This design comes from an exercise in tuning for small area, a short achievable clock period and few clock cycles per item on the open sky130 flow, not from production work. At most, simulation tests tie the RTL to the original design; equivalence was not proved.

==> flow/design.v (excerpt) <==
module seg_plan(clk,rst,start,ox,oy,oz,dx,dy,dz,mod,v_con,n,
                done,dirx,diry,dirz,disx,disy,disz,vx,vy,vz);
parameter S = 7;                   
localparam K = (26 + S - 1) / S;   
parameter KMIN = K - 1;            
input clk;
input rst;
input start;
input [10:0] ox,oy,dx,dy;
input [8:0] oz,dz;
input mod;
input [3:0] v_con;
input [3:0] n;
output reg done;
output reg dirx,diry,dirz;
output [10:0] disx,disy;
output [8:0] disz;
output reg [25:0] vx,vy,vz;
reg [10:0] ax,ay,bx,by;
reg [8:0] az,bz;
reg m_r;
reg [3:0] s_r;
reg minx,miny,needz_r;
reg setup;
reg [2:0] cnt;
assign disx=ax;
assign disy=ay;
assign disz=az;
reg [16:0] vv;
reg [7:0] c;
always @(*)
begin
    if(m_r==0)
    begin
        case(s_r)
        4'd1:c=50;
        4'd2:c=42;
        4'd3:c=36;
        4'd4:c=30;
        4'd5:c=24;
        4'd6:c=20;
        4'd7:c=18;
        4'd8:c=16;
        4'd9:c=14;
        4'd10:c=12;
        4'd11:c=10;
        4'd12:c=9;
        4'd13:c=8;
        4'd14:c=7;
        4'd15:c=6;
        default:c=60;
        endcase
    end
    else
    begin
        if(s_r==0) c=160;
        else c=s_r*10;
    end
end
always @(*)
begin
    if(m_r==0)
    begin
        case(s_r)
        4'd1:vv=25000;
        4'd2:vv=21000;
        4'd3:vv=18000;
        4'd4:vv=15000;
        4'd5:vv=12000;
        4'd6:vv=10000;
        4'd7:vv=9000;
        4'd8:vv=8000;
        4'd9:vv=7000;
        4'd10:vv=6000;
        4'd11:vv=5000;
        4'd12:vv=4500;
        4'd13:vv=4000;
        4'd14:vv=3500;
        4'd15:vv=3000;
        default:vv=30000;
        endcase
    end
    else
    begin
        if(s_r==0) vv=80000;
        else vv=s_r*5000;
    end
end
wire [11:0] ux={1'b0,ax}-{1'b0,bx};
  ...
For scale: about 3100 cells after synthesis, roughly 190 I/O pins, roughly 25000 sq um of cells after synthesis.
make LEC_CHECK=0 CAP_MARGIN=20 CORE_MARGIN=2 CORE_UTILIZATION=70 SLEW_MARGIN=20 finish   # period 100.0 ns
run.sh (not shown) runs the stock make flow with config.mk's settings and CLKGATE_MAP_FILE= SYNTH_SCRIPT=/design/flow/synth_recipe.tcl, a recipe that flattens the netlist after the stock synthesis.
Change:
CORE_UTILIZATION = 40   (was 70)
Result:
- synthesized cell count is unchanged
- non-clock buffer count came out higher by 7
- cell count increases by about 9%
- cell area came out higher by 1.7%
- register-to-register slack improved by 0.73 ns
- utilization decreases by 34 points
- clock skew increases by 0.0034 ns
No functional check of the RTL was part of any run of this note.

the reference run:
Another version of the RTL of seg_plan (not shown whole).
Size: ~190 I/O pins, roughly 21000 sq um of cells after synthesis.
==> flow/design.v (excerpt) <==
module seg_plan(clk,rst,start,ox,oy,oz,dx,dy,dz,mod,v_con,n,
                done,dirx,diry,dirz,disx,disy,disz,vx,vy,vz);
parameter S = 7;                   
localparam K = (26 + S - 1) / S;   
parameter KMIN = K - 1;            
input clk;
input rst;
input start;
input [10:0] ox,oy,dx,dy;
input [8:0] oz,dz;
input mod;
input [3:0] v_con;
input [3:0] n;
output reg done;
output reg dirx,diry,dirz;
output [10:0] disx,disy;
output [8:0] disz;
output reg [25:0] vx,vy,vz;
reg [10:0] ax,ay,bx;
reg [8:0] az,bz;
reg m_r;
reg [3:0] s_r;
reg minx,miny,needz_r;
reg setup;
reg [2:0] cnt;
assign disx=ax;
assign disy=ay;
assign disz=az;
wire [16:0] vv;
wire [4:0] sel={m_r,s_r};
wire [11:0] bd;
assign bd[0]=(sel==5'd12)|(sel==5'd14);
assign bd[1]=(sel==5'd1)|(sel==5'd2)|(sel==5'd4)|(sel==5'd7)|(sel==5'd9)|(sel==5'd11)|(sel==5'd15)|(sel==5'd17)|(sel==5'd19)|(sel==5'd21)|(sel==5'd23)|(sel==5'd25)|(sel==5'd27)|(sel==5'd29)|(sel==5'd31);
assign bd[2]=(sel==5'd4)|(sel==5'd9)|(sel==5'd14)|(sel==5'd19)|(sel==5'd27);
assign bd[3]=(sel==5'd0)|(sel==5'd3)|(sel==5'd6)|(sel==5'd10)|(sel==5'd15)|(sel==5'd18)|(sel==5'd22)|(sel==5'd23)|(sel==5'd26)|(sel==5'd30)|(sel==5'd31);
assign bd[4]=(sel==5'd2)|(sel==5'd5)|(sel==5'd11)|(sel==5'd12)|(sel==5'd13)|(sel==5'd14)|(sel==5'd17)|(sel==5'd20)|(sel==5'd25)|(sel==5'd28);
assign bd[5]=(sel==5'd0)|(sel==5'd10)|(sel==5'd22)|(sel==5'd28)|(sel==5'd30);
assign bd[6]=(sel==5'd1)|(sel==5'd5)|(sel==5'd6)|(sel==5'd7)|(sel==5'd8)|(sel==5'd9)|(sel==5'd10)|(sel==5'd18)|(sel==5'd21)|(sel==5'd24)|(sel==5'd25)|(sel==5'd27)|(sel==5'd30)|(sel==5'd31);
  ...
export LEC_CHECK = 0
export CAP_MARGIN = 20
export CORE_MARGIN = 2
export CORE_UTILIZATION = 40
export CTS_BUF_LIST = sky130_fd_sc_hd__clkbuf_8
export CTS_CLUSTER_SIZE = 40
export SLEW_MARGIN = 20
create_clock -name core_clock -period 100.0 [get_ports {clk}]
standard.sh (not shown) runs the stock make flow with config.mk's settings and CLKGATE_MAP_FILE= SYNTH_SCRIPT=/design/flow/synth_recipe.tcl, a recipe that flattens the netlist after the stock synthesis.
==> flow/flow/run.sh <==
#!/bin/bash
# The standard layout, with the port buffers made from buf_1 cells
# (ORFS's default picks clkdlybuf4s50_1, a larger and slower delay cell).
export BUFFER_PORTS_ARGS="-buffer_cell sky130_fd_sc_hd__buf_1"
bash standard.sh > standard.log 2>&1
Testbench counts of the reference run, summed over its fixed seeds: cycles 20,867, items 4,800.
For the trial run, these inputs were changed with respect to the reference run:
diff --git a/flow/config.mk b/flow/config.mk
--- a/flow/config.mk
+++ b/flow/config.mk
@@ -9,5 +9,5 @@
 export CORE_MARGIN = 2
 export CORE_UTILIZATION = 40
-export CTS_BUF_LIST = sky130_fd_sc_hd__clkbuf_8
+export CTS_BUF_LIST = sky130_fd_sc_hd__clkbuf_4 sky130_fd_sc_hd__clkbuf_8
 export CTS_CLUSTER_SIZE = 40
 export SLEW_MARGIN = 20
### Flow results
The trial run finished all stages; the layout is clean.
On largest clock skew in the final design, the trial run and the reference run are basically level.
Total wire length after detailed routing delta (the trial run -> the reference run): insignificant
Transition at the pin with the smallest max-transition slack essentially unchanged between the reference run and the trial run.
Looking at the trial run and the reference run, the utilization is a wash.
Any difference in final critical-path setup slack between the trial run and the reference run is small enough to ignore.
The trial run -> the reference run: final instance area flat
Diff the reference run..the trial run | shortest period the worst path allows | negligible
Status: overall via count from detail_route parity (the trial run, the reference run)
The number of antenna cells inserted of the reference run and that of the trial run are within noise of each other.
The trial run -> the reference run: fraction of area in non-clock buffers flat

[what the ideal ports hide]
The results above use ideal ports. As a check the final layouts listed here were re-extracted and re-timed, cells and wires unchanged.
Step 1: set_driving_cell puts a clkbuf_16 on clk and a buf_2 on each other input, an assumption about the parent block.
Step 2 also shifts input and output timing later by t, the mid clock arrival at the registers, as if the neighbouring blocks saw the same clock.
a / b / c = ideal / step 1 / step 2; a / b = the first two.
run | shift t [ns] | setup WS [ns] | hold slack, ns | latest minus earliest clock arrival (ns)
the first run of note 1 | 0.524 | 78.130 / 78.112 / 77.637 | 0.534 / 0.534 / 0.534 | 0.017 / 0.017
the second run of note 1 | 0.571 | 78.133 / 78.067 / 77.758 | 0.499 / 0.499 / 0.499 | 0.021 / 0.021
the reference run | 0.607 | 78.517 / 78.465 / 79.050 | 0.470 / 0.470 / 0.470 | 0.027 / 0.027
the trial run | 0.608 | 78.518 / 78.466 / 79.055 | 0.470 / 0.470 / 0.470 | 0.027 / 0.028
After both steps setup and hold are still met in every run listed. The setup slack of the first run of note 1, which loses most, moves by -0.018 ns with the drivers and by -0.493 ns with both steps.
